Context: an optimization exercise on an open-source flow, tuned for small area, a short achievable clock period and few clock cycles. The choices shown serve that exercise and are no tape-out recipe. Where RTL was checked, it was by simulation tests only, not by an equivalence proof against the original. No functional check of the RTL was part of runs 1 to 3. Power and IR drop assume default switching activity.

--- config.mk ---
export PLATFORM = sky130hd
export DESIGN_NAME = JAM
export DESIGN_NICKNAME = JAM
export VERILOG_FILES = /design/flow/design.v
export SDC_FILE = /design/flow/constraint.sdc
export NUM_CORES = 4
export LEC_CHECK = 0
export CAP_MARGIN = 20
export CORE_MARGIN = 2
export CORE_UTILIZATION = 40
export SETUP_SLACK_MARGIN = 2.4
export SLEW_MARGIN = 20
--- constraint.sdc ---
create_clock -name core_clock -period 5.0 [get_ports {CLK}]
set_input_delay 1.0000 -clock core_clock [delete_from_list [all_inputs] [get_ports {CLK}]]
set_output_delay 1.0000 -clock core_clock [all_outputs]
set_load 0.01 [all_outputs]
--- design.v ---
module JAM (CLK, RST, W, J, Cost, MatchCount, MinCost, Valid);
input CLK;
input RST;
output reg [2:0] W;
output reg [2:0] J;
input [6:0] Cost;
output reg [3:0] MatchCount;
output reg [9:0] MinCost;
output reg Valid;
localparam ST_SCAN = 3'd0, ST_WAIT = 3'd1, ST_LAST = 3'd2, ST_LAST2 = 3'd3,
           ST_READ = 3'd4, ST_DFSA = 3'd5, ST_DFSB = 3'd6, ST_DONE = 3'd7;
reg [2:0] st;
reg [2:0] row;           
reg [6:0] u  [0:7];      
reg [6:0] nv [0:7];      
reg [8:0] minv [0:7];    
reg [2:0] way [0:7];     
reg [7:0] vw;            
reg [2:0] p [0:7];       
reg [7:0] matched;
reg [7:0] used;          
reg [7:0] rowin;         
reg [7:0] todo;          
reg [6:0] uW;            
reg [2:0] j0;            
reg [8:0] delta;         
reg [6:0] D;             
reg [6:0] inc;           
reg [2:0] j1;
reg first;               
reg ph;                  
reg upd;                 
reg aug;                 
reg [2:0] ja;
reg [2:0] arow;
reg [7:0] abv;           
reg [7:0] candr;         
reg one;                 
reg s1v, s1l, s1r;
reg [6:0] s1c;
reg [6:0] s1p;
reg [2:0] s1j, s1w;
reg s2v, s2l;
reg [8:0] s2c, s2m;
reg [2:0] s2j, s2w;
reg s2r;
reg pend;                
reg [1:0] pcr;
reg s3l;
integer k;
function [3:0] lowest;
    input [7:0] m;
    integer i;
    begin
        lowest = 4'b1000;
        for (i = 7; i >= 0; i = i - 1)
            if (m[i]) lowest = i;
    end
endfunction
function single;
    input [7:0] m;
    reg a, b, ma, mb;
    begin
        a = |m[3:0];
        b = |m[7:4];
        ma = (m[0] & m[1]) | (m[2] & m[3]) | ((m[0] | m[1]) & (m[2] | m[3]));
        mb = (m[4] & m[5]) | (m[6] & m[7]) | ((m[4] | m[5]) & (m[6] | m[7]));
        single = ~(ma | mb | (a & b));
    end
endfunction
wire [3:0] nx = lowest(todo);
wire [9:0] cur = {3'b0, s1c} + {3'b0, s1p} + {3'b0, D} - {3'b0, uW};
wire lt = s2c < s2m;
wire c1 = s2c < delta;
wire c2 = s2m < delta;
wire take = lt ? c1 : c2;
wire [8:0] mnew = lt ? s2c : s2m;
wire [7:0] used_j = used | (8'd1 << j1);
wire [3:0] fj = lowest(~used_j);
wire [2:0] pj = p[j1];
reg [7:0] avail [0:7];
reg [7:0] blk;
reg dead, allone;
reg [7:0] cand;
always @(*) begin
    blk = 8'd0;
    dead = 1'b0;
    allone = 1'b1;
    for (k = 0; k < 8; k = k + 1) begin
        avail[k] = minv[k][7:0] & ~used;
        if (!single(avail[k])) allone = 1'b0;
        if (k > W) begin
            if (avail[k] == 8'd0) dead = 1'b1;
            if (single(avail[k])) blk = blk | avail[k];
        end
    end
    cand = dead ? 8'd0 : (avail[W] & ~blk & abv);
end
wire [3:0] cfirst = lowest(candr);
wire [2:0] sprev = way[W - 3'd1];
wire [1:0] pc = single(candr) ? {1'b0, |candr} : 2'd2;
reg [7:0] above;
always @(*)
    for (k = 0; k < 8; k = k + 1)
        above[k] = (k > sprev);
always @(posedge CLK) begin
    if (RST) begin
        st <= ST_SCAN;
        row <= 3'd0;
        W <= 3'd0;
        J <= 3'd0;
        todo <= 8'hfe;
        uW <= 7'd0;
        first <= 1'b1;
        ph <= 1'b1;
        upd <= 1'b0;
        aug <= 1'b0;
        delta <= 9'h1ff;
        D <= 7'd0;
        used <= 8'd0;
        rowin <= 8'd0;
        matched <= 8'd0;
        s1v <= 1'b0;
        s1r <= 1'b0;
        s2v <= 1'b0;
        s3l <= 1'b0;
        MinCost <= 10'd0;
        MatchCount <= 4'd0;
        Valid <= 1'b0;
        for (k = 0; k < 8; k = k + 1) begin
            u[k] <= 7'd0;
            nv[k] <= 7'd0;
        end
    end else begin
        upd <= 1'b0;
        if (upd) begin
            for (k = 0; k < 8; k = k + 1) begin
                if (used[k] && k != j1)
                    nv[k] <= nv[k] + inc;
                if (rowin[k] && (k != W || st == ST_LAST))
                    u[k] <= u[k] + inc;
            end
            MinCost <= MinCost + {3'd0, inc};
            uW <= u[W];
            delta <= 9'h1ff;
        end
        if (aug) begin
            matched[ja] <= 1'b1;
            if (vw[ja]) aug <= 1'b0;
        end
        s1v <= (st == ST_SCAN);
        s1r <= (st == ST_READ);
        s2v <= s1v;
        s3l <= s2v && s2l;
        if (s2v && take)
            delta <= mnew;
        if (s1r && s1j == 3'd7)
            uW <= u[s1w + 3'd1];
        case (st)
        ST_SCAN: begin
            if (ph) begin
                ph <= 1'b0;
                used <= 8'd0;
                rowin <= 8'd1 << row;
            end
            if (todo == 8'd0)
                st <= ST_WAIT;
            else begin
                J <= nx[2:0];
                todo <= todo & ~(8'd1 << nx[2:0]);
            end
        end
        ST_WAIT: begin
            if (s3l) begin
                first <= 1'b0;
                inc <= delta[6:0] - D;
                D <= delta[6:0];
                upd <= 1'b1;
                if (matched[j1]) begin
                    used <= used_j;
                    rowin[pj] <= 1'b1;
                    W <= pj;
                    J <= fj[2:0];
                    todo <= ~used_j & ~(8'd1 << fj[2:0]);
                    st <= ST_SCAN;
                end else begin
                    first <= 1'b1;
                    D <= 7'd0;
                    if (row == 3'd7) begin
                        st <= ST_LAST;
                    end else begin
                        aug <= 1'b1;
                        ph <= 1'b1;
                        row <= row + 3'd1;
                        W <= row + 3'd1;
                        J <= j1;
                        todo <= ~(8'd1 << j1);
                        st <= ST_SCAN;
                    end
                end
            end
        end
        ST_LAST: begin
            used <= 8'd0;
            W <= 3'd0;
            J <= 3'd0;
            st <= ST_LAST2;
        end
        ST_LAST2: begin
            uW <= u[0];
            st <= ST_READ;
        end
        ST_READ: begin
            {W, J} <= {W, J} + 6'd1;
            if ({W, J} == 6'd63) begin
                W <= 3'd0;
                st <= ST_DFSA;
            end
        end
        ST_DFSA: begin
            if (pend)
                MatchCount <= MatchCount + {2'b0, pcr};
            if (!s2r)
                st <= ST_DFSB;
        end
        ST_DFSB: begin
            st <= ST_DFSA;
            if (one) begin
                MatchCount <= 4'd1;
                st <= ST_DONE;
            end else if (W == 3'd6) begin
                W <= 3'd5;
                used <= used & ~(8'd1 << sprev);
            end else if (candr != 8'd0) begin
                used <= used | (8'd1 << cfirst[2:0]);
                W <= W + 3'd1;
            end else if (W == 3'd0) begin
                st <= ST_DONE;
            end else begin
                used <= used & ~(8'd1 << sprev);
                W <= W - 3'd1;
            end
        end
        default: begin
            Valid <= 1'b1;
        end
        endcase
    end
end
always @(posedge CLK) begin
    s1l <= (todo == 8'd0);
    s1c <= Cost;
    s1p <= nv[J];
    s1j <= J;
    s1w <= W;
    s2l <= s1l;
    s2c <= cur[8:0];
    s2m <= first ? 9'h1ff : minv[s1j];
    s2j <= s1j;
    s2w <= s1w;
    s2r <= s1r;
    if (s2r)
        minv[s2w][s2j] <= (s2c == 9'd0);
    if (s2v) begin
        minv[s2j] <= mnew;
        if (!first && lt) begin
            vw[s2j] <= 1'b0;
            way[s2j] <= j0;
        end
        if (take)
            j1 <= s2j;
    end
    if (aug) begin
        p[ja] <= vw[ja] ? arow : p[way[ja]];
        ja <= way[ja];
    end
    if (st == ST_WAIT && s3l) begin
        if (first)
            vw <= 8'hff;
        if (matched[j1])
            j0 <= j1;
        else begin
            ja <= j1;
            arow <= row;
        end
    end
    if (st == ST_READ) begin
        abv <= 8'hff;
        one <= 1'b1;
    end
    pend <= (st == ST_DFSB) && (W == 3'd6);
    pcr <= pc;
    if (st == ST_DFSA && !s2r) begin
        candr <= cand;
        one <= one && allone;
    end
    if (st == ST_DFSB) begin
        one <= 1'b0;
        if (W == 3'd6 || candr == 8'd0)
            abv <= above;
        else begin
            way[W] <= cfirst[2:0];
            abv <= 8'hff;
        end
    end
end
endmodule
--- run.sh ---
#!/bin/bash
# synth_recipe.tcl (not shown) runs the flow's synth.tcl, then flattens the netlist and writes it again
# the make line also repeats each setting of config.mk as NAME=value (left out here)
make -C /OpenROAD-flow-scripts/flow DESIGN_CONFIG=/design/flow/config.mk WORK_HOME=/design/flow/orfs CLKGATE_MAP_FILE= SYNTH_SCRIPT=/design/flow/synth_recipe.tcl finish
==> notes.md, run 1 <==
- Status: complete, no violations
- Tightest Hold Check Type: flop to flop
- Final hold violations: 0
- Fin area: 0.0319 sq mm
- H-tree lvl count: 2
- Fin Setup TNS: 0 ns
- Vias in the first global route: 23300
- Max-slew headroom: 0.359
- Max-slew violation count: 0
- Flop pwr share: 0.435
- Slew @ Worst Pin: 0.958 ns
- Clock root cell: clkbuf_16
- Core area: 0.0669 sq mm
- Syn Nets: 3162
- Power share of the clock group: 0.454
- Antenna diodes: 0
- First-pass detailed-route iteration total: 7
- Final std cells w/o fill: 3958
- Fmax: 0.360 GHz
- Prevailing post-synth register cell: dfxtp_1
- CP Class: flop to flop
- Area of the die: 0.0695 sq mm
- Final wirelength: 101000 um
- CTS tree: yes
- Drt drc: 0
- CP Data Arrival Time: 3.25 ns
- Top cells by area, synth: dfxtp_1 (20%), edfxtp_1 (17%), ha_1 (8.1%), o21ai_0 (4.8%), mux4_2 (4.4%)
- Post-route minimum period: 2.78 ns
- Pwr dens: 269 mW/mm^2
- ANT nets after route: 0
- Max clock buf depth: 3
- Switch Pwr: 2.29 mW
- Pwr Total: 8.60 mW
- Reg2reg end: s2c[7]$_DFF_P_
- Initial core utilization: 0.403
- Post-synthesis sequential area ratio: 0.368
- Max Clock Skew: 0.0411 ns
- Die X: 264 um
- Hold Path End: s2l$_DFF_P_
- Clock latency on the worst-skew pair: 0.63 ns
- Hold depth: 0
- Combinational share of power: 0.111
- CTS buffer count: 50
- FF-to-FF setup slack: 2.22 ns
- Fraction of layout cells with a size suffix above 1: 0.182
- Routed length per instance: 25.6 um
- Drt via density: 6.21
- Async set-reset flop share out of synthesis: 0
- Worst Slack Setup Final: 2.22 ns
- Hold Startpoint: s1l$_DFF_P_
- DP Area: 0.0282 sq mm
- Yosys warns: 4
- Commonest cells post-synth: nor2_1 (282), dfxtp_1 (267), o21ai_0 (261)
- Pre-CTS setup slack: 1.12 ns
- Global-route wire length before repair: 148000 um
- Reg2Reg Depth: 13
- Avg Cell Area, Syn: 9.15 sq um
- Initial antenna violation count: 3
- Switching part of the total power: 0.266
- CTS clk-pin slew, worst paths: 0.06 ns
- Crit start category: flop
- Placed cells: 3743
- Port Buf Inserts: 29
- Hold buffers post-CTS: 0
- Final setup vio count: 0
- Critical path capture point type: flop
- #FFs+latches synth: 419
- VDD IR max: 0.264 mV
- Vias: 24600
- Leakage power: 12.0 nW
- Total congestion overflow: 0
- RSZ-0062 raised after global routing: yes
- Sink Count: 419
- Critical-path maximum fanout: 2
- Final GP Congestion: 0.974
- Die height: 264 um
- Largest net degree at the start of global routing: 77
- Top Ports: 30
- Nets: 3260
- Post-synth top area share: 0.198
- Site Rows: 95
- Initial DRC Count: 3117
- Layout area overhead: 18.5%
- Number of synthesized flops with an enable pin: 152
- Int Pwr: 6.31 mW
- Synthesized area: 0.0270 sq mm
- Max_cap viols: 0
- Top cell type by total area after synthesis: dfxtp_1
- Synthesized instance count: 2946
- Overall Global Routing Usage: 0.279
- CP Data Required Time: 5.48 ns
- Reg2reg start: s1c[1]$_DFF_P_
- DP Wirelength: 71400 um
- Unique masters post-synth: 86
- Final worst path period share: 0.555
- Most numerous cell in the Yosys netlist: nor2_1
## worst max-delay path by stage
| stage | from | endpoint | slack, ns | cells past startpoint |
|---|---|---|---|---|
| 2_1_floorplan | inc[1]$_DFFE_PP_ | u[5][6]$_SDFFE_PP0P_ | 2.10 | 9 |
| 3_3_place_gp | W[1]$_SDFFE_PP0P_ | candr[6]$_SDFFCE_PP0P_ | 1.16 | 9 |
| 3_5_place_dp | W[1]$_SDFFE_PP0P_ | candr[6]$_SDFFCE_PP0P_ | 1.12 | 9 |
| 4_1_cts | s1c[1]$_DFF_P_ | s2c[7]$_DFF_P_ | 2.20 | 13 |
| 5_1_grt | s1c[1]$_DFF_P_ | s2c[7]$_DFF_P_ | 2.12 | 13 |
| 6_report | s1c[1]$_DFF_P_ | s2c[7]$_DFF_P_ | 2.22 | 13 |
## cell families after synthesis
group | synth area share
and+or+nand+nor | 0.165
AOI/OAI and AO/OA | 0.194
DFF | 0.368
buffers and inverters | 0.0478
adders and majority gates | 0.106
muxes | 0.0982
xor gates and xnor gates | 0.0218
## worst max-delay path, cell delays in order (launching register included)
cell	delay, ns
dfxtp_2	0.32
inv_2	0.04
fa_1	0.53
inv_1	0.05
fa_1	0.49
ha_2	0.19
inv_2	0.04
fa_2	0.36
inv_2	0.06
a21oi_2	0.05
o21bai_2	0.18
a21o_1	0.16
a21oi_2	0.06
xnor2_1	0.13
## cell usage in the layout (no fill, tap or decap), types with 83 or more instances in the layout
| cell type | netlist | layout |
|---|---|---|
| nor2_1 | 282 | 278 |
| dfxtp_1 | 267 | 236 |
| o21ai_0 | 261 | 231 |
| nand2_1 | 194 | 193 |
| a21oi_1 | 219 | 190 |
| inv_1 | 188 | 178 |
| ha_1 | 174 | 160 |
| edfxtp_1 | 152 | 152 |
| buf_4 | 1 | 133 |
| mux2i_1 | 100 | 88 |
| nor2b_1 | 100 | 83 |
## power groups by stage
| stage | Combinational, mW | Clock, mW | Sequential (mW) |
|---|---|---|---|
| 2_1_floorplan | 0.566 | 0 | 3.73 |
| 3_3_place_gp | 0.800 | 0 | 3.82 |
| 3_5_place_dp | 0.804 | 0 | 3.82 |
| 4_1_cts | 0.888 | 3.95 | 3.74 |
| 5_1_grt | 1.03 | 4.09 | 3.75 |
| 6_report | 0.955 | 3.90 | 3.74 |
## what timing repair did
| item | in CTS | in global routing |
|---|---|---|
| gates resized for setup | 115 | 138 |
| setup endpoints to repair | 305 | 172 |
| buffers inserted | 55 | 65 |
| pin swaps | 28 | 52 |
| gates cloned | 0 | 2 |
## state kept, by name, summed over array words and instances, names as in the netlist, 4 cells and up, named ones only
signal and cells:
minv 72, nv 56, u 56, p 24, way 24, MinCost 10
delta 9, s2c 9, s2m 9, abv 8, candr 8, matched 8
rowin 8, todo 8, used 8, vw 8, D 7, inc 7
s1c 7, s1p 7, uW 7, MatchCount 4
## cell type report
| cell class | count | area (sq um) |
|---|---|---|
| Fill cell | 6255 | 35000 |
| Multi-Input combinational cell | 2192 | 16700 |
| Sequential cell | 419 | 9980 |
| Timing Repair Buffer | 189 | 1740 |
| Clock buffer | 75 | 1450 |
| Tap cell | 873 | 1090 |
| Inverter | 192 | 741 |
| Clock inverter | 18 | 263 |
## routing by layer
metal | part of all wire | global-route usage | vias up
met5 | 0 | 0 | -
met4 | 0.038 | 0.101 | 0
met3 | 0.095 | 0.0615 | 227
met2 | 0.45 | 0.434 | 1246
met1 | 0.42 | 0.381 | 12100
li1 | - | - | 11000
## through the flow
stage / util / hold WS (ns)
after floorplan: - / 0.310
after global placement: 0.421 / 0.312
after detailed placement: 0.421 / 0.319
after CTS: 0.461 / 0.333
after global routing: 0.477 / 0.337
final: 0.477 / 0.332
==> run 2, diff against run 1 <==
--- a/config.mk
+++ b/config.mk
@@ -8,5 +8,5 @@
 export CAP_MARGIN = 20
 export CORE_MARGIN = 2
 export CORE_UTILIZATION = 40
-export SETUP_SLACK_MARGIN = 2.4
+export SETUP_SLACK_MARGIN = 2.8
 export SLEW_MARGIN = 20
==> run 2 against run 1 <==
Critical path depth decreased by 1; power increased by 6.3%; sequential share of layout area decreased by 3.9 points; hold slack got worse by 0.0049 ns; largest cell class unchanged; die area unchanged; highest routed layer is now met5; first-iteration DRC count decreased by 1.5%; clock-buffer cell count decreased by 2; clock skew decreased by 0.022 ns; via count increased by 7.6%; global-route usage increased by 3.0 points; routed wire length increased by 10%; final cell count increased by 6.5%.
==> notes.md, run 2 <==
- Area of the die: 0.0695 sq mm
- Max clock buf depth: 3
- Final GP Congestion: 0.971
- Prevailing post-synth register cell: dfxtp_1
- CTS clk-pin slew, worst paths: 0.06 ns
- Core area: 0.0669 sq mm
- Syn Nets: 3162
- Reg2reg start: s1c[1]$_DFF_P_
- Final worst path period share: 0.537
- H-tree lvl count: 2
- Sink Count: 419
- VDD IR max: 0.287 mV
- Post-synth top area share: 0.198
- Unique masters post-synth: 86
- CTS buffer count: 52
- Number of synthesized flops with an enable pin: 152
- Top Ports: 30
- RSZ-0062 raised after global routing: yes
- FF-to-FF setup slack: 2.32 ns
- Critical-path maximum fanout: 2
- Reg2Reg Depth: 12
- Drt drc: 0
- Register with the most flip-flops: minv
- Vias: 26400
- Largest net degree at the start of global routing: 64
- Vias in the first global route: 25500
- Placed cells: 3746
- Critical path capture point type: flop
- Hold depth: 0
- Synthesized area: 0.0270 sq mm
- DP Wirelength: 71400 um
- Nets: 3508
- Die height: 264 um
- Fraction of layout cells with a size suffix above 1: 0.350
- Port Buf Inserts: 29
- Most common cell after layout, fill and taps aside: nor2_1
- Initial antenna violation count: 10
- Tightest Hold Check Type: flop to flop
- Most numerous cell in the Yosys netlist: nor2_1
- Max-slew headroom: 0.296
- Total congestion overflow: 0
- Avg Cell Area, Syn: 9.15 sq um
- Max Clock Skew: 0.0193 ns
- Synthesized instance count: 2946
- Slew @ Worst Pin: 1.05 ns
- Fin Setup TNS: 0 ns
- Fmax: 0.373 GHz
- ANT nets after route: 0
- Hold Startpoint: s1l$_DFF_P_
- Async set-reset flop share out of synthesis: 0
- Pre-CTS setup slack: 1.37 ns
- Commonest cells post-synth: nor2_1 (282), dfxtp_1 (267), o21ai_0 (261)
- Leakage power: 13.7 nW
- Reg2reg end: s2c[6]$_DFF_P_
- Worst Slack Setup Final: 2.32 ns
- Max-slew violation count: 0
- Top cells by area, synth: dfxtp_1 (20%), edfxtp_1 (17%), ha_1 (8.1%), o21ai_0 (4.8%), mux4_2 (4.4%)
- Hold Path End: s2l$_DFF_P_
- Max_cap viols: 0
- Overall Global Routing Usage: 0.309
- Clock root cell: clkbuf_16
- CP Class: flop to flop
- Pwr dens: 249 mW/mm^2
- Post-synthesis sequential area ratio: 0.368
- Routed length per instance: 26.5 um
- Final hold violations: 0
- Die X: 264 um
- Final setup vio count: 0
- #FFs+latches synth: 419
- First-pass detailed-route iteration total: 7
- Yosys warns: 4
- Most frequent cells in the layout: nor2_1 (259), buf_4 (257), dfxtp_1 (210), nand2_1 (174), inv_1 (157)
- CP Data Required Time: 5.52 ns
- Fillers: 5721
- Drt via density: 6.27
- CP Data Arrival Time: 3.20 ns
- Status: complete, no violations
- Initial core utilization: 0.403
- Biggest regs: minv (72), nv (56), u (56)
- Final std cells w/o fill: 4217
- Crit start category: flop
- CTS tree: yes
- Post-route minimum period: 2.68 ns
- Global-route wire length before repair: 163000 um
- Clock latency on the worst-skew pair: 0.62 ns
- Initial DRC Count: 3069
- Site Rows: 95
- Top cell type by total area after synthesis: dfxtp_1
- Layout area overhead: 36.0%
- Largest register FFs: 72
- Final wirelength: 112000 um
run 2: cell counts after synthesis:
Identical to the previous run, type by type.
run 2: cell type report:
type / instances / area (sq um) / area share
clock buffers: 73 / 1540 / 0.0421
clock inverters: 25 / 283 / 0.00771
inverters: 192 / 749 / 0.0204
repair buffers: 426 / 4140 / 0.113
diodes: 8 / 20.0 / 0.000546
multi-input cells: 2201 / 18800 / 0.513
well taps: 873 / 1090 / 0.0298
flip-flops and latches: 419 / 10000 / 0.274
run 2: where the power goes:
group	internal, mW	leakage, nW	total [mW]	switching, mW
Clock	2.46	0.912	4.07	1.62
Combinational	0.587	9.33	1.32	0.732
Sequential	3.60	3.49	3.75	0.147
run 2: critical path, stage by stage, from the launching register on:
cell      delay (ns)
dfxtp_2         0.32
inv_2           0.04
fa_1            0.53
inv_1           0.05
fa_1            0.46
ha_2            0.20
buf_4           0.13
a21o_1          0.18
a21oi_2         0.14
o21bai_1        0.10
a21oi_2         0.18
buf_4           0.14
xnor2_1         0.13
run 2: kinds of logic after synthesis:
logic type | count (synthesis) | share of synthesized area
AND/OR/NAND/NOR | 901 | 0.165
flip-flops | 419 | 0.368
XOR/XNOR | 67 | 0.0218
multiplexers | 192 | 0.0982
AO/OA/AOI/OAI | 823 | 0.194
buffers and inverters | 336 | 0.0478
adder cells (fa/ha/maj) | 208 | 0.106
run 2: per-stage QoR:
step	cell area [sq um]	util	total power, mW	hold WS [ns]
after floorplan	27400	-	4.31	0.310
after global routing	36600	0.548	9.38	0.334
after detailed placement	28500	0.425	4.60	0.312
final	36700	0.548	9.14	0.327
after global placement	28400	0.425	4.60	0.313
after CTS	34800	0.520	9.05	0.326
run 2: timing repair:
action,in CTS,in global routing
hold buffers,0,0
gates cloned,11,0
resized for setup,612,302
setup endpoints to repair,446,343
setup buffers,267,87
pin swaps,187,164
run 2: worst max-delay path by stage:
stage	startpoint	end	slack (ns)	depth (start not counted)
6_report	s1c[1]$_DFF_P_	s2c[6]$_DFF_P_	2.32	12
5_1_grt	s1c[1]$_DFF_P_	s2c[7]$_DFF_P_	2.16	13
4_1_cts	s1c[1]$_DFF_P_	s2c[7]$_DFF_P_	2.29	13
3_5_place_dp	s2m[2]$_SDFF_PP1_	flop	1.37	9
3_3_place_gp	s2m[2]$_SDFF_PP1_	flop	1.42	9
2_1_floorplan	inc[1]$_DFFE_PP_	u[5][6]$_SDFFE_PP0P_	2.10	9
run 2: per-layer routing:
| layer | wire length (um) | track usage | up-vias |
|---|---|---|---|
| li1 | - | - | 11600 |
| met1 | 44200 | 0.404 | 12900 |
| met5 | 41 | 0 | - |
| met2 | 49500 | 0.476 | 1510 |
| met4 | 5990 | 0.146 | 4 |
| met3 | 11900 | 0.0792 | 419 |
==> run 3, diff against run 2 <==
--- a/config.mk
+++ b/config.mk
@@ -7,6 +7,6 @@
 export LEC_CHECK = 0
 export CAP_MARGIN = 20
 export CORE_MARGIN = 2
-export CORE_UTILIZATION = 40
-export SETUP_SLACK_MARGIN = 2.8
+export CORE_UTILIZATION = 55
+export SETUP_SLACK_MARGIN = 2.4
 export SLEW_MARGIN = 20
==> run 3 against run 2 <==
Routed wire length fell by 11%; combinational power fell by about 30%; via count fell by 5.5%; non-clock buffer count fell by 219; sequential cell count did not move; hold slack improved by 0.0067 ns; final cell count fell by 12%; critical path type unchanged; largest power group is now registers.
==> notes.md, run 3 <==
- Most common cell after layout, fill and taps aside: nor2_1
- Synthesized instance count: 2946
- Syn Nets: 3162
- Prevailing post-synth register cell: dfxtp_1
- Drt via density: 6.71
- Critical path capture point type: flop
- Post-synthesis sequential area ratio: 0.368
- CP Class: flop to flop
- Fin Setup TNS: 0 ns
- Post-route minimum period: 2.85 ns
- Number of synthesized flops with an enable pin: 152
- Max-slew headroom: 0.348
- Avg Cell Area, Syn: 9.15 sq um
- Critical-path maximum fanout: 2
- Core area: 0.0486 sq mm
- Status: complete, no violations
- Largest register FFs: 72
- Max clock buf depth: 3
- Max-slew violation count: 0
- Async set-reset flop share out of synthesis: 0
- Largest net degree at the start of global routing: 76
- RSZ-0062 raised after global routing: yes
- Final hold violations: 0
- Port Buf Inserts: 29
- Slew @ Worst Pin: 0.977 ns
- Initial DRC Count: 3235
- Final GP Congestion: 1.03
- Worst Slack Setup Final: 2.15 ns
- Vias: 25000
- CTS clk-pin slew, worst paths: 0.06 ns
- Initial antenna violation count: 3
- Max_cap viols: 0
- CP Data Arrival Time: 3.31 ns
- Initial core utilization: 0.554
- #FFs+latches synth: 419
- Die X: 225 um
- Drt drc: 0
- Fmax: 0.351 GHz
- Area of the die: 0.0508 sq mm
- Post-synth top area share: 0.198
- Leakage power: 12.0 nW
- CTS buffer count: 48
- Synthesized area: 0.0270 sq mm
- Pwr dens: 264 mW/mm^2
- Fillers: 3931
- Overall Global Routing Usage: 0.385
- Layout area overhead: 18.2%
- Top cells by area, synth: dfxtp_1 (20%), edfxtp_1 (17%), ha_1 (8.1%), o21ai_0 (4.8%), mux4_2 (4.4%)
- Crit start category: flop
- Clock latency on the worst-skew pair: 0.61 ns
- Site Rows: 81
- CTS tree: yes
- Commonest cells post-synth: nor2_1 (282), dfxtp_1 (267), o21ai_0 (261)
- Routed length per instance: 26.8 um
- Register with the most flip-flops: minv
- Unique masters post-synth: 86
- Top Ports: 30
- Tightest Hold Check Type: flop to flop
- Total congestion overflow: 0
- Biggest regs: minv (72), nv (56), u (56)
- Final setup vio count: 0
- Vias in the first global route: 23900
- Clock root cell: clkbuf_16
- CP Data Required Time: 5.47 ns
- H-tree lvl count: 2
- Nets: 3277
- Most frequent cells in the layout: nor2_1 (280), dfxtp_1 (232), o21ai_0 (227), a21oi_1 (196), nand2_1 (192)
- Fraction of layout cells with a size suffix above 1: 0.193
- Top cell type by total area after synthesis: dfxtp_1
- Most numerous cell in the Yosys netlist: nor2_1
- Sink Count: 419
- Pre-CTS setup slack: 1.37 ns
- First-pass detailed-route iteration total: 10
- Yosys warns: 4
- Global-route wire length before repair: 147000 um
- Die height: 225 um
- Final worst path period share: 0.569
- Max Clock Skew: 0.0308 ns
- Final wirelength: 99700 um
- DP Wirelength: 68600 um
- VDD IR max: 0.390 mV
- ANT nets after route: 0
- Antenna diodes: 0
-- run 3: cell counts after synthesis --
No cell type changed its count.
-- run 3: stage by stage --
step	hold WS, ns	instance area [sq um]	power (mW)	utilization	cells
detailed placement	0.321	27900	4.59	0.573	3490
CTS	0.330	30600	8.32	0.630	3651
global route	0.348	31900	8.63	0.655	3723
global placement	0.312	27900	4.57	0.573	3490
floorplan	0.310	27100	4.30	-	2946
finish	0.334	31900	8.40	0.655	3723
-- run 3: path summary, 6_finish.rpt --
path / from / to / slack [ns] / cells after the start
min reg2reg: s1l$_DFF_P_ / s2l$_DFF_P_ / 0.33 / 0
max reg2reg: s1c[1]$_DFF_P_ / s2c[7]$_DFF_P_ / 2.15 / 13
min: s1l$_DFF_P_ / s2l$_DFF_P_ / 0.33 / 0
max: s1c[1]$_DFF_P_ / s2c[7]$_DFF_P_ / 2.15 / 13
-- run 3: cell families (layout without fill, tap and decap cells) --
kind of cell	after synthesis	after routing	synth area share
flops	419	419	0.368
fa+ha+maj	208	208	0.106
compound gates	823	823	0.194
buf+inv	336	489	0.0478
simple gates	901	901	0.165
mux	192	194	0.0982
xor+xnor	67	67	0.0218
-- run 3: per-layer routing --
layer	vias to the layer above	wire, um	track usage
li1	11100	-	-
met1	12100	39000	0.498
met2	1448	44100	0.600
met3	360	11300	0.0992
met4	2	5380	0.186
met5	-	15	0
-- run 3: final cells by class --
class                   count  area (sq um)  area share
clock buffers              74          1510      0.0473
clock inverters            16           155     0.00487
inverters                 192           741      0.0232
multi-input cells        2193         16800       0.527
flip-flops and latches    419          9990       0.313
well taps                 622           778      0.0244
repair buffers            207          1900      0.0596
-- run 3: repair_timing --
item,in CTS,in global routing
hold buffers,0,0
gates cloned,1,4
setup buffers,70,68
gates resized for setup,119,157
pin swaps,21,69
endpoints found under the setup margin,300,214
-- run 3: where the power goes --
group	switching, mW	internal [mW]
logic	0.530	0.394
registers	0.156	3.60
clock network	1.53	2.19
total	2.22	6.18
-- run 3: worst max-delay path, stage by stage, from the launching register on --
cell and delay [ns]:
dfxtp_2 0.32, inv_2 0.04, fa_1 0.56, inv_2 0.06, fa_1 0.54, ha_2 0.20, inv_2 0.04, fa_2 0.34
inv_2 0.06, a21oi_2 0.04, o21bai_1 0.20, a21o_1 0.16, a21oi_2 0.06, xnor2_1 0.13
==> run 4, diff against run 3 <==
--- a/design.v
+++ b/design.v
@@ -7,7 +7,7 @@
 output reg [3:0] MatchCount;
 output reg [9:0] MinCost;
 output reg Valid;
-localparam ST_SCAN = 3'd0, ST_WAIT = 3'd1, ST_LAST = 3'd2, ST_LAST2 = 3'd3,
+localparam ST_SCAN = 3'd0, ST_WAIT = 3'd1, ST_LAST = 3'd2,
            ST_READ = 3'd4, ST_DFSA = 3'd5, ST_DFSB = 3'd6, ST_DONE = 3'd7;
 reg [2:0] st;
 reg [2:0] row;           
@@ -204,13 +204,11 @@
             used <= 8'd0;
             W <= 3'd0;
             J <= 3'd0;
-            st <= ST_LAST2;
-        end
-        ST_LAST2: begin
-            uW <= u[0];
             st <= ST_READ;
         end
         ST_READ: begin
+            if ({W, J} == 6'd0)
+                uW <= u[0];
             {W, J} <= {W, J} + 6'd1;
             if ({W, J} == 6'd63) begin
                 W <= 3'd0;
@@ -228,6 +226,7 @@
             if (one) begin
                 MatchCount <= 4'd1;
                 st <= ST_DONE;
+                Valid <= 1'b1;
             end else if (W == 3'd6) begin
                 W <= 3'd5;
                 used <= used & ~(8'd1 << sprev);
@@ -236,6 +235,7 @@
                 W <= W + 3'd1;
             end else if (W == 3'd0) begin
                 st <= ST_DONE;
+                Valid <= 1'b1;
             end else begin
                 used <= used & ~(8'd1 << sprev);
                 W <= W - 3'd1;
--- a/config.mk
+++ b/config.mk
@@ -7,6 +7,6 @@
 export LEC_CHECK = 0
 export CAP_MARGIN = 20
 export CORE_MARGIN = 2
-export CORE_UTILIZATION = 55
+export CORE_UTILIZATION = 40
 export SETUP_SLACK_MARGIN = 2.4
 export SLEW_MARGIN = 20
==> run 4 against run 3 <==
Still clean; final cell count grew 6.1%; global-route usage shrank 10 points; clock skew shrank 0.013 ns; core utilization shrank 18 points; combinational power shrank 4.4%; sequential cell count is the same; synthesized area grew 0.60%; synthesized cell count grew 0.48%; critical path type unchanged; largest cell class unchanged; largest power group is now clock.
==> notes.md, run 4 <==
- Area occupied by multi-input gates: 0.0168 sq mm
- FF-to-FF setup slack: 2.31 ns
- Largest net degree at the start of global routing: 79
- Die height: 264 um
- Clock latency on the worst-skew pair: 0.62 ns
- Synthesized instance count: 2960
- Critical Path Max Stage Delay: 0.52 ns
- Combinational share of power: 0.102
- CP Class: flop to flop
- Largest register FFs: 72
- Biggest regs: minv (72), nv (56), u (56)
- CTS buffer count: 52
- Max clock buf depth: 3
- Slew @ Worst Pin: 1.12 ns
- Post-route minimum period: 2.69 ns
- Commonest cells post-synth: nor2_1 (282), dfxtp_1 (267), o21ai_0 (239)
- Synth Area in Compound Gates: 0.200
- Area of the die: 0.0699 sq mm
- Post-synthesis mux area share: 0.0946
- Switch Pwr: 2.26 mW
- Crit path top cell by count: inv_2
- CTS clk-pin slew, worst paths: 0.06 ns
- Int Pwr: 6.37 mW
- Global-route wire length before repair: 151000 um
- Prevailing post-synth register cell: dfxtp_1
- Reg2reg start: s1c[1]$_DFF_P_
- H-tree lvl count: 2
- Final hold violations: 0
- RSZ-0062 raised after global routing: yes
- Reg2reg end: s2c[7]$_DFF_P_
- Status: complete, no violations
- CP Data Arrival Time: 3.19 ns
- Fin Setup TNS: 0 ns
- Largest family of logic cells by synthesized area: compound AO/OA/AOI/OAI gates
- Hold depth: 0
- Top Ports: 30
- Overall Global Routing Usage: 0.284
- CP cell instances: inv_2 > fa_1 > inv_1 > fa_1 > ha_2 > inv_2 > fa_2 > inv_2 > a21o_1 > a21oi_2 > o21bai_1 > a21oi_1 > xnor2_1
- Total congestion overflow: 0
- Site Rows: 95
- Post-Synth XOR/XNOR Area: 0.0216
- Final GP Congestion: 1.01
- Port Buf Inserts: 29
- Top cells by area, synth: dfxtp_1 (20%), edfxtp_1 (17%), ha_1 (8.0%), o21ai_0 (4.4%), mux4_2 (4.2%)
- Final wirelength: 103000 um
- Post-synthesis sequential area ratio: 0.365
- Syn Nets: 3175
- Max-slew violation count: 0
- Critical path capture point type: flop
- Most numerous cell in the Yosys netlist: nor2_1
- Flop pwr share: 0.431
- Vias: 24900
- Initial core utilization: 0.404
- Most frequent cells in the layout: nor2_1 (270), dfxtp_1 (234), o21ai_0 (207), inv_1 (201), nand2_1 (194)
- Hold Path End: s2l$_DFF_P_
- CP Data Required Time: 5.50 ns
- Post-synth top area share: 0.197
- Tightest Hold Check Type: flop to flop
- Drt via density: 6.30
- Switching part of the total power: 0.262
- Fmax: 0.372 GHz
- CTS tree: yes
- Hold buffers post-CTS: 0
- Register with the most flip-flops: minv
- Max_cap viols: 0
- Core area: 0.0672 sq mm
- Vias in the first global route: 24000
- Clock root cell: clkbuf_16
- Final worst path period share: 0.538
- First-pass detailed-route iteration total: 8
- Routed length per instance: 26.0 um
- Fillers: 6226
- Layout area overhead: 18.1%
- Register area: 0.00999 sq mm
- Drt drc: 0
- Fraction of layout cells with a size suffix above 1: 0.185
- Fin area: 0.0320 sq mm
- ANT nets after route: 0
- Critical-path top delay cell: fa_1
- Reg2Reg Depth: 13
- Post-synthesis simple-gate area fraction: 0.160
- Number of synthesized flops with an enable pin: 152
- Crit start category: flop
- Final setup vio count: 0
- Avg Cell Area, Syn: 9.16 sq um
- Power share of the clock group: 0.466
- #FFs+latches synth: 419
- Initial antenna violation count: 5
- Die X: 264 um
- Top cell type by total area after synthesis: dfxtp_1
- Unique masters post-synth: 92
- Nets: 3247
- Async set-reset flop share out of synthesis: 0
- Hold Startpoint: s1l$_DFF_P_
- Max-slew headroom: 0.255
- Sink Count: 419
- Pwr dens: 269 mW/mm^2
- Leakage power: 12.1 nW
- Max Clock Skew: 0.0177 ns
- Synthesized area: 0.0271 sq mm
- Worst hold slack: 0.331 ns
- Yosys warns: 4
- Adder-cell area share of the yosys netlist: 0.105
- Critical-path maximum fanout: 2
- DP Wirelength: 73300 um
- Initial DRC Count: 2680
- DP Area: 0.0283 sq mm
- Most common cell after layout, fill and taps aside: nor2_1
- VDD IR max: 0.217 mV
-- run 4: area by class of cell --
type                    instances  area share
clock buffers                  72      0.0469
well taps                     873      0.0341
multi-input cells            2180       0.524
diodes                          1   0.0000781
repair buffers                165      0.0481
flip-flops and latches        419       0.312
clock inverters                25     0.00957
inverters                     214      0.0255
-- run 4: routing by layer --
layer / share of wire / routed length [um] / vias to the layer above / global-route usage
met5: 0.00023 / 24 / - / 0
met4: 0.044 / 4530 / 4 / 0.106
met3: 0.091 / 9310 / 289 / 0.0518
met1: 0.42 / 43500 / 12200 / 0.390
met2: 0.44 / 45200 / 1325 / 0.447
li1: - / - / 11100 / -
-- run 4: what timing repair did --
action / 4_1_cts / 5_1_grt
setup endpoints to repair: 320 / 234
hold endpoints to repair: 0 / 0
pin swaps: 24 / 58
setup buffers: 46 / 53
gates cloned: 0 / 4
gates resized for setup: 158 / 129
-- run 4: worst max-delay path by stage --
stage | startpoint | end | depth (start not counted)
finish | s1c[1]$_DFF_P_ | s2c[7]$_DFF_P_ | 13
global route | s1c[1]$_DFF_P_ | s2c[7]$_DFF_P_ | 13
CTS | s1c[1]$_DFF_P_ | s2c[7]$_DFF_P_ | 13
detailed placement | st[2]$_SDFFE_PP0P_ | way[5][0]$_DFFE_PP_ | 6
global placement | st[2]$_SDFFE_PP0P_ | way[5][0]$_DFFE_PP_ | 6
floorplan | inc[1]$_DFFE_PP_ | u[4][6]$_SDFFE_PP0P_ | 9
-- run 4: through the flow --
stage	setup WS, ns	utilization	power [mW]	cells
after CTS	2.29	0.462	8.59	3891
after floorplan	2.10	-	4.22	2960
after global routing	2.18	0.477	8.90	3948
final	2.31	0.477	8.63	3949
after detailed placement	1.36	0.421	4.51	3748
after global placement	1.35	0.421	4.49	3747
-- run 4: cell families after synthesis --
logic type	after synthesis
compound gates	830
xor+xnor	67
fa+ha+maj	208
buf+inv	364
flops	419
mux	184
simple gates	888
-- run 4: power groups by stage --
stage / clock [mW] / sequential (mW) / combinational, mW
floorplan: 0 / 3.73 / 0.498
global placement: 0 / 3.79 / 0.698
detailed placement: 0 / 3.79 / 0.719
CTS: 4.07 / 3.72 / 0.798
global route: 4.21 / 3.73 / 0.957
finish: 4.02 / 3.72 / 0.883
-- run 4: worst max-delay path, delay by kind of cell (launching register included) --
| kind | cells | cell delay (ns) |
|---|---|---|
| DFF | 1 | 0.32 |
| xor gates and xnor gates | 1 | 0.12 |
| buffers and inverters | 4 | 0.19 |
| adders and majority gates | 4 | 1.55 |
| AOI/OAI and AO/OA | 4 | 0.39 |
Testbench counts of run 4, summed over its fixed seeds: cycles 4,446.
==> run 5, diff against run 4 <==
--- a/config.mk
+++ b/config.mk
@@ -8,5 +8,6 @@
 export CAP_MARGIN = 20
 export CORE_MARGIN = 2
 export CORE_UTILIZATION = 40
-export SETUP_SLACK_MARGIN = 2.4
+export SETUP_SLACK_MARGIN = 2.6
 export SLEW_MARGIN = 20
+export TNS_END_PERCENT = 100
==> run 5 against run 4 <==
Hold slack better by 0.018 ns; clock power about the same; worst setup slack worse by 0.015 ns; clock skew up 0.012 ns; non-clock buffer count up 168; first-iteration DRC count up 12%; core utilization up 3.9 points; sequential share of layout area down 2.3 points; largest power group unchanged.
==> notes.md, run 5 <==
- Synthesized instance count: 2960
- Top Ports: 30
- Vias in the first global route: 24000
- FF-to-FF setup slack: 2.30 ns
- Post-synth top area share: 0.197
- Status: complete, no violations
- Die height: 264 um
- Clock root cell: clkbuf_16
- Site Rows: 95
- Layout area overhead: 27.8%
- Avg Cell Area, Syn: 9.16 sq um
- Most frequent cells in the layout: nor2_1 (264), dfxtp_1 (227), buf_4 (220), o21ai_0 (195), nand2_1 (191)
- Met3 Use GR: 0.0566
- Initial core utilization: 0.404
- Nets: 3414
- Initial DRC Count: 3010
- Global-route wire length before repair: 152000 um
- Max-slew violation count: 0
- Reg2Reg Depth: 13
- Total congestion overflow: 0
- Final wirelength: 106000 um
- CP Data Required Time: 5.49 ns
- Post-synthesis sequential area ratio: 0.365
- Slew @ Worst Pin: 1.13 ns
- Switch Pwr: 2.33 mW
- H-tree lvl count: 2
- Final setup vio count: 0
- Switching part of the total power: 0.266
- Core area: 0.0672 sq mm
- Final hold violations: 0
- #FFs+latches synth: 419
- DP Wirelength: 71100 um
- Yosys warns: 4
- CP Class: flop to flop
- Hold depth: 0
- Biggest regs: minv (72), nv (56), u (56)
- Most common cell after layout, fill and taps aside: nor2_1
- Post-route minimum period: 2.70 ns
- Initial antenna violation count: 5
- Met1 Use GR: 0.392
- Reg2reg start: s1c[1]$_DFF_P_
- Synthesized area: 0.0271 sq mm
- Combinational share of power: 0.114
- CP Capture Point: s2c[7]$_DFF_P_
- Top cells by area, synth: dfxtp_1 (20%), edfxtp_1 (17%), ha_1 (8.0%), o21ai_0 (4.4%), mux4_2 (4.2%)
- RSZ-0062 raised after global routing: yes
- Commonest cells post-synth: nor2_1 (282), dfxtp_1 (267), o21ai_0 (239)
- Flop pwr share: 0.426
- Clock latency on the worst-skew pair: 0.63 ns
- Critical path capture point type: flop
- CTS buffer count: 50
- Leakage power: 13.2 nW
- Fraction of layout cells with a size suffix above 1: 0.270
- Critical Path Start: s1c[1]$_DFF_P_
- Int Pwr: 6.42 mW
- Vias: 25800
- Crit start category: flop
- Syn Nets: 3175
- Prevailing post-synth register cell: dfxtp_1
- Max_cap viols: 0
- Power share of the clock group: 0.460
- First-pass detailed-route iteration total: 6
- Reg2reg end: s2c[7]$_DFF_P_
- Final worst path period share: 0.541
- Fmax: 0.370 GHz
- Max-slew headroom: 0.248
- Largest net degree at the start of global routing: 95
- Pwr dens: 252 mW/mm^2
- Drt drc: 0
- CP Data Arrival Time: 3.19 ns
- Most Crowded Layer GR: met2
- Routed length per instance: 25.8 um
- Number of synthesized flops with an enable pin: 152
- Pwr Total: 8.74 mW
- Die X: 264 um
- Top cell type by total area after synthesis: dfxtp_1
- Port Buf Inserts: 29
- ANT nets after route: 0
- Area of the die: 0.0699 sq mm
- Sink Count: 419
- Drt via density: 6.26
- Fin Setup TNS: 0 ns
- Critical-path maximum fanout: 2
- GR Layer Usage met2: 0.452
- Unique masters post-synth: 92
- Overall Global Routing Usage: 0.288
- CTS tree: yes
- Max Clock Skew: 0.0293 ns
- Largest register FFs: 72
- Hold buffers post-CTS: 0
- Max clock buf depth: 3
- Final GP Congestion: 1.01
- CTS clk-pin slew, worst paths: 0.06 ns
- Async set-reset flop share out of synthesis: 0
- Most numerous cell in the Yosys netlist: nor2_1
- VDD IR max: 0.256 mV
- Register with the most flip-flops: minv
- Tightest Hold Check Type: flop to flop
## run 5: final cells by class
class                   count  area [sq um]
well taps                 873          1090
diodes                      4          10.0
clock inverters            30           422
inverters                 214           827
clock buffers              64          1350
fillers                  5966         32500
multi-input cells        2181         17800
repair buffers            333          3180
flip-flops and latches    419         10000
## run 5: kinds of logic after synthesis
logic type / share of synthesized area
simple gates: 0.160
compound gates: 0.200
flops: 0.365
buf+inv: 0.0527
fa+ha+maj: 0.105
mux: 0.0946
xor+xnor: 0.0216
## run 5: metrics by stage
stage / area, sq um / util / hold slack [ns] / setup slack [ns] / instances
final: 34700 / 0.516 / 0.349 / 2.30 / 4118
after global routing: 34700 / 0.516 / 0.354 / 2.14 / 4114
after CTS: 32800 / 0.488 / 0.344 / 2.26 / 4010
after detailed placement: 28400 / 0.422 / 0.314 / 1.55 / 3749
after global placement: 28400 / 0.422 / 0.317 / 1.60 / 3749
after floorplan: 27400 / - / 0.310 / 2.10 / 2960
## run 5: layer usage
metal | wire length [um] | vias up
met3 | 10100 | 303
met1 | 43700 | 12700
met5 | 21 | -
met4 | 4760 | 4
met2 | 47700 | 1329
li1 | - | 11400
## run 5: power groups by stage
| stage | clock network [mW] | logic, mW | registers, mW |
|---|---|---|---|
| 2_1_floorplan | 0 | 0.503 | 3.73 |
| 3_3_place_gp | 0 | 0.685 | 3.79 |
| 3_5_place_dp | 0 | 0.709 | 3.79 |
| 4_1_cts | 4.05 | 0.851 | 3.71 |
| 5_1_grt | 4.17 | 1.07 | 3.73 |
| 6_report | 4.02 | 1.00 | 3.72 |
## run 5: critical path: stages, from the launching register on
cell	delay [ns]
dfxtp_2	0.32
inv_2	0.04
fa_1	0.54
inv_2	0.04
fa_1	0.50
ha_2	0.19
inv_2	0.04
fa_2	0.34
inv_2	0.06
a21o_1	0.11
a21oi_2	0.06
o21bai_1	0.12
a21oi_1	0.09
xnor2_1	0.13
## run 5: how the worst min path moves through the flow
stage,start,endpoint
final,s1l$_DFF_P_,s2l$_DFF_P_
after CTS,s1l$_DFF_P_,s2l$_DFF_P_
after global routing,s1l$_DFF_P_,s2l$_DFF_P_
after global placement,s1l$_DFF_P_,s2l$_DFF_P_
after floorplan,s1l$_DFF_P_,s2l$_DFF_P_
after detailed placement,s1l$_DFF_P_,s2l$_DFF_P_
## run 5: timing repair
item                                   CTS  global route
gates cloned                             4             4
resized for setup                      318           242
pin swaps                               90           119
setup buffers                          163           100
setup endpoints to repair              370           208
endpoints found under the hold margin    0             0
==> run 6, diff against run 5 <==
--- a/config.mk
+++ b/config.mk
@@ -5,9 +5,9 @@
 export SDC_FILE = /design/flow/constraint.sdc
 export NUM_CORES = 4
 export LEC_CHECK = 0
+export ABC_AREA = 1
 export CAP_MARGIN = 20
 export CORE_MARGIN = 2
 export CORE_UTILIZATION = 40
-export SETUP_SLACK_MARGIN = 2.6
+export SETUP_SLACK_MARGIN = 2.2
 export SLEW_MARGIN = 20
-export TNS_END_PERCENT = 100
==> run 6 against run 5 <==
Maximum frequency is 1.7% lower; global-route usage decreased by 1.3 points; final area shrank 11%; hold slack got worse by 0.021 ns; clock power is 9.0% lower; via count rose by 2.4%; still clean on timing, DRC and antenna; worst setup slack got worse by 0.046 ns; register-to-register slack lost 0.05 ns; clock-buffer cell count up 7; first-iteration DRC count down 12%; die area rose by 2.0%; power is 3.7% lower.
==> notes.md, run 6 <==
- Die X: 267 um
- Register with the most flip-flops: minv
- Final worst path period share: 0.550
- Post-route minimum period: 2.75 ns
- Area of the die: 0.0713 sq mm
- Met3 WL: 8440 um
- Largest register FFs: 72
- Post-synth top area share: 0.193
- RSZ-0062 raised after global routing: yes
- Final GP Congestion: 1.01
- Most frequent cells in the layout: nand2_1 (813), inv_1 (479), o21ai_0 (428), a21oi_1 (334), nor2_1 (334)
- Prevailing post-synth register cell: dfxtp_1
- Hold buffers post-CTS: 0
- Hold depth: 0
- Nets: 4049
- Hold Startpoint: s1l$_DFF_P_
- Yosys warns: 4
- Max_cap viols: 0
- #FFs+latches synth: 419
- Drt via density: 5.50
- Critical path capture point type: flop
- First-pass detailed-route iteration total: 6
- Avg Cell Area, Syn: 7.26 sq um
- Core area: 0.0686 sq mm
- Unique masters post-synth: 58
- Pwr dens: 274 mW/mm^2
- WL met1: 43800 um
- Fmax: 0.364 GHz
- Max-slew headroom: 0.322
- Fin Setup TNS: 0 ns
- Slew @ Worst Pin: 1.02 ns
- DP Wirelength: 74500 um
- Fillers: 7079
- Synthesized instance count: 3812
- Syn Nets: 4027
- Top Ports: 30
- Met2 WL post-DR: 43200 um
- ANT nets after route: 0
- Max Clock Skew: 0.0274 ns
- Tightest Hold Check Type: flop to flop
- Top cell type by total area after synthesis: dfxtp_1
- Most numerous cell in the Yosys netlist: nand2_1
- Clock latency on the worst-skew pair: 0.63 ns
- Layout area overhead: 11.2%
- Max clock buf depth: 3
- CP Class: flop to flop
- Initial DRC Count: 2651
- Vias: 26400
- Die height: 267 um
- Final wirelength: 99100 um
- Post-synthesis sequential area ratio: 0.358
- Async set-reset flop share out of synthesis: 0
- H-tree lvl count: 2
- Commonest cells post-synth: nand2_1 (816), inv_1 (490), o21ai_0 (439)
- Overall Global Routing Usage: 0.275
- Status: complete, no violations
- DP Area: 0.0287 sq mm
- CTS buffer count: 49
- CTS clk-pin slew, worst paths: 0.06 ns
- Port Buf Inserts: 29
- Max layer used: met5
- Fraction of layout cells with a size suffix above 1: 0.0640
- Top cells by area, synth: dfxtp_1 (19%), edfxtp_1 (17%), nand2_1 (11%), o21ai_0 (7.9%), ha_1 (7.8%)
- Reg2Reg Depth: 15
- Global-route wire length before repair: 149000 um
- Number of synthesized flops with an enable pin: 152
- Final hold violations: 0
- Synthesized area: 0.0277 sq mm
- Leakage power: 13.5 nW
- Finished Core Util: 0.449
- Most common cell after layout, fill and taps aside: nand2_1
- Critical-path maximum fanout: 3
- Antenna diodes: 0
- Critical Path Start: s1c[3]$_DFF_P_
- Initial core utilization: 0.403
- CTS tree: yes
- Clock root cell: clkbuf_16
- VDD IR max: 0.261 mV
- Fin area: 0.0308 sq mm
- Pwr Total: 8.42 mW
- Drt drc: 0
- Reg2reg start: s1c[3]$_DFF_P_
- Routed length per instance: 20.6 um
- Max-slew violation count: 0
- CP Data Required Time: 5.50 ns
- Vias in the first global route: 24400
- CP Data Arrival Time: 3.25 ns
- Crit start category: flop
- Initial antenna violation count: 3
- Site Rows: 96
- Total congestion overflow: 0
- Sink Count: 419
- Final setup vio count: 0
- Biggest regs: minv (72), nv (56), u (56)
- Largest net degree at the start of global routing: 86
run 6: changes by cell type in the layout (fill, tap and decap cells not counted), moves of 52 or more:
cell / previous run / this run
a21oi_1: 144 / 334
buf_4: 220 / 42
buf_6: 53 / 1
inv_1: 185 / 479
mux2i_1: 66 / 0
nand2_1: 191 / 813
nand3_1: 53 / 226
nor2_1: 264 / 334
o21ai_0: 195 / 428
xor2_1: 4 / 81
run 6: through the flow:
| step | setup WS (ns) | hold slack (ns) | std cells |
|---|---|---|---|
| 6_report | 2.25 | 0.328 | 4804 |
| 2_1_floorplan | 2.26 | 0.310 | 3812 |
| 3_3_place_gp | 1.75 | 0.311 | 4688 |
| 5_1_grt | 2.06 | 0.342 | 4804 |
| 4_1_cts | 2.21 | 0.329 | 4788 |
| 3_5_place_dp | 1.72 | 0.315 | 4688 |
run 6: repair_timing:
item / in CTS / in global routing
pin swaps: 1 / 11
setup buffers: 10 / 15
cloned: 0 / 1
resized for setup: 35 / 31
endpoints found under the hold margin: 0 / 0
endpoints found under the setup margin: 183 / 148
run 6: critical path, cell delays in order (launching register included):
cell	delay [ns]
dfxtp_2	0.32
inv_2	0.04
fa_1	0.54
inv_2	0.04
fa_1	0.56
ha_4	0.23
a21oi_2	0.13
nand2_1	0.08
nand2_1	0.08
nand2_2	0.05
a21oi_2	0.16
nor2_1	0.06
o21ai_1	0.17
nand2_1	0.08
nand2_1	0.05
nand2_1	0.05
run 6: kinds of logic (layout without fill, tap and decap cells):
family                   Yosys count  in the layout  synth area share
AO/OA/AOI/OAI                    932            932             0.182
XOR/XNOR                         113            113            0.0365
adder cells (fa/ha/maj)          206            206             0.102
buffers and inverters            625            685            0.0904
flip-flops                       419            419             0.358
AND/OR/NAND/NOR                 1517           1518             0.231
run 6: routing by layer:
metal,track usage,up-vias
li1,-,12800
met1,0.381,12300
met2,0.430,1093
met3,0.0490,220
met4,0.0967,2
met5,0,-
run 6: layout make-up:
cell class              count  area, sq um  area share
repair buffers             76          702      0.0228
inverters                 519         1980      0.0643
flip-flops and latches    419         9940       0.323
well taps                 931         1160      0.0379
multi-input cells        2769        15300       0.499
clock buffers              71         1450      0.0472
clock inverters            19          180     0.00586
run 6: report_power, final:
| group | internal, mW | switching, mW | leakage [nW] |
|---|---|---|---|
| clock | 2.09 | 1.58 | 0.798 |
| combinational | 0.298 | 0.738 | 9.13 |
| sequential | 3.61 | 0.111 | 3.61 |
run 6: path summary, 6_finish.rpt:
path,slack [ns],endpoint
hold / removal,0.33,s2l$_DFF_P_
setup reg to reg,2.25,s2c[8]$_DFF_P_
setup / recovery,2.25,s2c[8]$_DFF_P_
hold reg to reg,0.33,s2l$_DFF_P_
==> run 7, diff against run 6 <==
--- a/config.mk
+++ b/config.mk
@@ -9,5 +9,5 @@
 export CAP_MARGIN = 20
 export CORE_MARGIN = 2
 export CORE_UTILIZATION = 40
-export SETUP_SLACK_MARGIN = 2.2
+export SETUP_SLACK_MARGIN = 2.4
 export SLEW_MARGIN = 20
==> run 7 against run 6 <==
Still clean on timing, DRC and antenna; synthesized cell count unchanged; combinational power about the same; first-iteration DRC count rose by 7.8%; sequential share of layout area decreased by 0.39 points; global-route usage grew 0.19 points; via count up 1.1%; maximum frequency is 2.6% higher; critical endpoint is now s2c[6]$_DFF_P_; largest cell class unchanged; largest power group is now clock; highest routed layer unchanged.
==> notes.md, run 7 <==
- Sink Count: 419
- Fraction of layout cells with a size suffix above 1: 0.0819
- Vias: 26700
- Nets: 4066
- Global-route wire length before repair: 150000 um
- Fin area: 0.0311 sq mm
- Post-route minimum period: 2.68 ns
- Most numerous cell in the Yosys netlist: nand2_1
- Leakage power: 13.7 nW
- Routed length per instance: 20.7 um
- Critical Path Max Stage Delay: 0.55 ns
- Top Ports: 30
- Port Buf Inserts: 29
- DP Wirelength: 75200 um
- Post-Synth XOR/XNOR Area: 0.0365
- Syn Nets: 4027
- Critical-path maximum fanout: 4
- Yosys warns: 4
- CTS tree: yes
- Critical path capture point type: flop
- Most frequent cells in the layout: nand2_1 (809), inv_1 (475), o21ai_0 (425), a21oi_1 (334), nor2_1 (333)
- Post-synthesis sequential area ratio: 0.358
- Core area: 0.0686 sq mm
- Max clock buf depth: 3
- Buf/Inv on CP: 5
- Status: complete, no violations
- Synthesized area: 0.0277 sq mm
- Adder-cell area share of the yosys netlist: 0.102
- Worst Slack Setup Final: 2.32 ns
- Site Rows: 96
- CP Class: flop to flop
- CTS buffer count: 51
- CP Data Arrival Time: 3.17 ns
- Hold Startpoint: s1l$_DFF_P_
- RSZ-0062 raised after global routing: yes
- Post-synthesis simple-gate area fraction: 0.231
- Initial core utilization: 0.403
- Area of the die: 0.0713 sq mm
- Fin Setup TNS: 0 ns
- Die X: 267 um
- Initial DRC Count: 2859
- Unique masters post-synth: 58
- ANT nets after route: 0
- Overall Global Routing Usage: 0.277
- VDD IR max: 0.261 mV
- Commonest cells post-synth: nand2_1 (816), inv_1 (490), o21ai_0 (439)
- Drt via density: 5.53
- Pre-CTS setup slack: 1.71 ns
- Total congestion overflow: 0
- Final hold violations: 0
- Reg2reg start: D[3]$_SDFFE_PP0P_
- Layout area overhead: 12.6%
- Post-synth top area share: 0.193
- Pwr dens: 279 mW/mm^2
- Number of synthesized flops with an enable pin: 152
- Placed cells: 4689
- CTS clk-pin slew, worst paths: 0.06 ns
- Crit start category: flop
- Initial antenna violation count: 4
- Biggest regs: minv (72), nv (56), u (56)
- First-pass detailed-route iteration total: 8
- Top cells by area, synth: dfxtp_1 (19%), edfxtp_1 (17%), nand2_1 (11%), o21ai_0 (7.9%), ha_1 (7.8%)
- Final wirelength: 100000 um
- CP Data Required Time: 5.49 ns
- Fmax: 0.373 GHz
- Final std cells w/o fill: 4825
- Final worst path period share: 0.536
- Clock root cell: clkbuf_16
- Final GP Congestion: 1.01
- Largest family of logic cells by synthesized area: simple AND/OR/NAND/NOR gates
- DP Area: 0.0288 sq mm
- Synth Area in Compound Gates: 0.182
- Vias in the first global route: 24600
- Drt drc: 0
- #FFs+latches synth: 419
- Synthesized instance count: 3812
- Largest register FFs: 72
- Top cell type by total area after synthesis: dfxtp_1
- Avg Cell Area, Syn: 7.26 sq um
- Post-synthesis mux area share: 0
- Most common cell after layout, fill and taps aside: nand2_1
- Tightest Hold Check Type: flop to flop
- Register with the most flip-flops: minv
- Clock latency on the worst-skew pair: 0.63 ns
- Critical-path top delay cell: fa_1
- Async set-reset flop share out of synthesis: 0
- Die height: 267 um
- Max-slew headroom: 0.348
- CP delay by family, top: adder cells
- Hold buffers post-CTS: 0
- Final setup vio count: 0
- Max Clock Skew: 0.0353 ns
- Max-slew violation count: 0
- Finished Core Util: 0.454
- CP cell instances: inv_2 > fa_1 > inv_2 > fa_1 > ha_4 > nand3_2 > nand2_2 > nand2_1 > nand2_1 > a21oi_2 > buf_4 > buf_6 > buf_6 > xor2_1
- Prevailing post-synth register cell: dfxtp_1
- H-tree lvl count: 2
- Fillers: 6961
- Slew @ Worst Pin: 0.975 ns
- Largest net degree at the start of global routing: 71
- Max_cap viols: 0
- Critical Path Start: D[3]$_SDFFE_PP0P_
-- run 7: cells by family after synthesis --
| kind of cell | after synthesis |
|---|---|
| adder cells (fa/ha/maj) | 206 |
| AO/OA/AOI/OAI | 932 |
| buffers and inverters | 625 |
| AND/OR/NAND/NOR | 1517 |
| flip-flops | 419 |
| XOR/XNOR | 113 |
-- run 7: area by class of cell --
class / count / area, sq um / share of cell area
multi-input combinational: 2769 / 15500 / 0.498
sequential: 419 / 9940 / 0.319
inverter: 519 / 1990 / 0.0639
clock buffer: 65 / 1450 / 0.0464
tap: 931 / 1160 / 0.0374
timing repair buffer: 90 / 783 / 0.0251
clock inverter: 30 / 317 / 0.0102
timing repair inverter: 1 / 5.00 / 0.000161
antenna: 1 / 2.50 / 0.0000803
-- run 7: power by group --
part / switching [mW] / total (mW) / internal, mW / leakage, nW
clock network: 1.63 / 3.90 / 2.27 / 0.861
logic: 0.750 / 1.07 / 0.325 / 9.24
registers: 0.115 / 3.73 / 3.61 / 3.62
-- run 7: routing by layer --
layer,wire length (um),vias to the layer above,track usage
met5,15,-,0
met4,3210,2,0.0905
met3,8760,184,0.0483
met2,43500,1122,0.430
met1,44500,12600,0.389
li1,-,12800,-
-- run 7: path summary, 6_finish.rpt --
check                                 endpoint  slack, ns  cells past startpoint
worst max-delay path            s2c[6]$_DFF_P_       2.32                     14
worst min-delay path               s2l$_DFF_P_       0.34                      0
worst max register to register  s2c[6]$_DFF_P_       2.32                     14
worst min register to register     s2l$_DFF_P_       0.34                      0
-- run 7: per-stage QoR --
step / power (mW) / hold slack, ns
after floorplan: 4.42 / 0.310
after global placement: 4.78 / 0.313
after detailed placement: 4.78 / 0.318
after CTS: 8.70 / 0.342
after global routing: 8.98 / 0.346
final: 8.70 / 0.338
-- run 7: timing repair --
| item | in CTS | in global routing |
|---|---|---|
| setup endpoints to repair | 273 | 158 |
| gates cloned | 1 | 1 |
| pin swaps | 9 | 10 |
| setup buffers | 20 | 18 |
| gates resized for setup | 54 | 51 |
==> run 8, diff against run 7 <==
--- a/design.v
+++ b/design.v
@@ -21,7 +21,6 @@
 reg [7:0] used;          
 reg [7:0] rowin;         
 reg [7:0] todo;          
-reg [6:0] uW;            
 reg [2:0] j0;            
 reg [8:0] delta;         
 reg [6:0] D;             
@@ -38,7 +37,7 @@
 reg one;                 
 reg s1v, s1l, s1r;
 reg [6:0] s1c;
-reg [6:0] s1p;
+reg [7:0] s1p;           
 reg [2:0] s1j, s1w;
 reg s2v, s2l;
 reg [8:0] s2c, s2m;
@@ -69,7 +68,7 @@
     end
 endfunction
 wire [3:0] nx = lowest(todo);
-wire [9:0] cur = {3'b0, s1c} + {3'b0, s1p} + {3'b0, D} - {3'b0, uW};
+wire [9:0] cur = {3'b0, s1c} + {{2{s1p[7]}}, s1p} + {3'b0, D};
 wire lt = s2c < s2m;
 wire c1 = s2c < delta;
 wire c2 = s2m < delta;
@@ -110,7 +109,6 @@
         W <= 3'd0;
         J <= 3'd0;
         todo <= 8'hfe;
-        uW <= 7'd0;
         first <= 1'b1;
         ph <= 1'b1;
         upd <= 1'b0;
@@ -141,7 +139,6 @@
                     u[k] <= u[k] + inc;
             end
             MinCost <= MinCost + {3'd0, inc};
-            uW <= u[W];
             delta <= 9'h1ff;
         end
         if (aug) begin
@@ -154,8 +151,6 @@
         s3l <= s2v && s2l;
         if (s2v && take)
             delta <= mnew;
-        if (s1r && s1j == 3'd7)
-            uW <= u[s1w + 3'd1];
         case (st)
         ST_SCAN: begin
             if (ph) begin
@@ -207,8 +202,6 @@
             st <= ST_READ;
         end
         ST_READ: begin
-            if ({W, J} == 6'd0)
-                uW <= u[0];
             {W, J} <= {W, J} + 6'd1;
             if ({W, J} == 6'd63) begin
                 W <= 3'd0;
@@ -250,7 +243,7 @@
 always @(posedge CLK) begin
     s1l <= (todo == 8'd0);
     s1c <= Cost;
-    s1p <= nv[J];
+    s1p <= {1'b0, nv[J]} - {1'b0, u[W]};
     s1j <= J;
     s1w <= W;
     s2l <= s1l;
==> run 8 against run 7 <==
Still clean; clock-buffer cell count up 5; synthesized area down 2.2%; combinational power rose to 6.3 times the previous value; power up 71%; sequential share of layout area fell by 0.21 points; first-iteration DRC count fell by 12%; clock power is 3% lower.
==> notes.md, run 8 <==
- Status: complete, no violations
- CP Class: flop to flop
- Critical path capture point type: flop
- Hold buffers post-CTS: 0
- CP cell instances: buf_6 > buf_6 > ha_4 > ha_4 > buf_12 > a221oi_2 > a31oi_1 > ha_2 > fa_2 > o21ai_2 > a21oi_1 > o21ai_1 > xor2_1
- Placed cells: 4515
- Overall Global Routing Usage: 0.260
- First-pass detailed-route iteration total: 8
- Nets: 3983
- Fin Setup TNS: 0 ns
- CP Data Required Time: 5.54 ns
- Critical-path maximum fanout: 6
- Global-route wire length before repair: 140000 um
- Worst hold slack: 0.330 ns
- Routed length per instance: 19.9 um
- Post-route minimum period: 2.61 ns
- Syn Nets: 3920
- Fillers: 6899
- Top Ports: 30
- H-tree lvl count: 2
- Largest net degree at the start of global routing: 68
- DP Area: 0.0282 sq mm
- Initial DRC Count: 2529
- Register with the most flip-flops: minv
- Clock latency on the worst-skew pair: 0.62 ns
- Site Rows: 95
- Port Buf Inserts: 29
- Clock root cell: clkbuf_16
- Prevailing post-synth register cell: dfxtp_1
- Yosys warns: 4
- Reg2reg start: W[0]$_SDFFE_PP0P_
- Hold Path End: s2l$_DFF_P_
- Final hold violations: 0
- Pre-CTS setup slack: 1.53 ns
- Max Clock Skew: 0.0270 ns
- Final worst path period share: 0.521
- Worst Slack Setup Final: 2.39 ns
- Vias in the first global route: 23300
- Max-slew violation count: 0
- Post-synth top area share: 0.193
- Post-synthesis sequential area ratio: 0.362
- Total congestion overflow: 0
- Finished Core Util: 0.462
- Die height: 264 um
- CTS tree: yes
- Avg Cell Area, Syn: 7.31 sq um
- Final wirelength: 93100 um
- VDD IR max: 0.293 mV
- CP Data Arrival Time: 3.15 ns
- Layout area overhead: 14.5%
- Core area: 0.0670 sq mm
- CTS buffer count: 49
- Area of the die: 0.0697 sq mm
- Reg2reg end: s1p[6]$_DFF_P_
- Drt via density: 5.46
- Reg2Reg Depth: 13
- Max clock buf depth: 3
- Die X: 264 um
- Synthesized instance count: 3701
- Top cell type by total area after synthesis: dfxtp_1
- FF-to-FF setup slack: 2.39 ns
- Most numerous cell in the Yosys netlist: nand2_1
- Fin area: 0.0310 sq mm
- Number of synthesized flops with an enable pin: 152
- Commonest cells post-synth: nand2_1 (767), inv_1 (469), o21ai_0 (426)
- Largest register FFs: 72
- Tightest Hold Check Type: flop to flop
- Unique masters post-synth: 58
- Pwr dens: 480 mW/mm^2
- Max_cap viols: 0
- Hold depth: 0
run 8: changes by cell type after synthesis, sizes merged, moves of 7 or more:
cell and change:
nand3 +7, o21ai -14, o22ai -7, o211ai -13, o2111ai -9, inv -14
nand2 -49, ha +9, xor2 +12, a21oi -34, a221oi +15
run 8: cells by family (layout without fill, tap and decap cells):
kind of cell               after synthesis  in the layout  synth area share
and+or+nand+nor                       1477           1478             0.232
AOI/OAI and AO/OA                      866            866             0.172
buffers and inverters                  613            715            0.0898
DFF                                    413            413             0.362
adders and majority gates              210            210             0.105
xor gates and xnor gates               122            122            0.0398
run 8: repair_timing:
| action | 4_1_cts | 5_1_grt |
|---|---|---|
| gates cloned | 0 | 2 |
| pin swaps | 15 | 15 |
| buffers inserted | 37 | 32 |
| gates resized for setup | 96 | 61 |
| endpoints found under the setup margin | 240 | 243 |
run 8: layout make-up:
cell class	count	area, sq um	share of cell area
Timing Repair Buffer	118	1070	0.0344
Timing Repair inverter	1	8.76	0.000283
Clock buffer	70	1510	0.0487
Tap cell	873	1090	0.0353
Clock inverter	21	186	0.00602
Inverter	505	1970	0.0634
Sequential cell	413	9820	0.317
Multi-Input combinational cell	2676	15300	0.495
run 8: how the worst max path moves through the flow:
stage,end,cells past startpoint,slack [ns],start
2_1_floorplan,s1p[6]$_DFF_P_,12,2.37,W[0]$_SDFFE_PP0P_
3_3_place_gp,s1p[7]$_DFF_P_,13,1.49,J[0]$_SDFFE_PP0P_
3_5_place_dp,s1p[7]$_DFF_P_,13,1.53,J[0]$_SDFFE_PP0P_
4_1_cts,s1p[7]$_DFF_P_,18,2.34,W[2]$_SDFFE_PP0P_
5_1_grt,s1p[7]$_DFF_P_,16,2.23,W[0]$_SDFFE_PP0P_
6_report,s1p[6]$_DFF_P_,13,2.39,W[0]$_SDFFE_PP0P_
run 8: report_power, final:
group	switching, mW	internal, mW	total, mW
Clock	1.52	2.25	3.77
Combinational	4.46	2.29	6.75
Sequential	0.465	3.89	4.35
run 8: per-layer routing:
metal  global-route usage  part of all wire  vias to the layer above
met5                    0                 0                        -
met4               0.0792             0.029                        0
met3               0.0347             0.072                      167
met2                0.409              0.44                      972
met1                0.371              0.45                    11900
li1                     -                 -                    12500
run 8: worst register-to-register path, delay by kind of cell (launching register included):
family	cells	cell delay, ns
buf+inv	3	0.37
fa+ha+maj	4	0.90
xor+xnor	1	0.17
compound gates	5	0.74
flops	1	0.36
Testbench counts of run 8, summed over its fixed seeds: cycles 4,446.
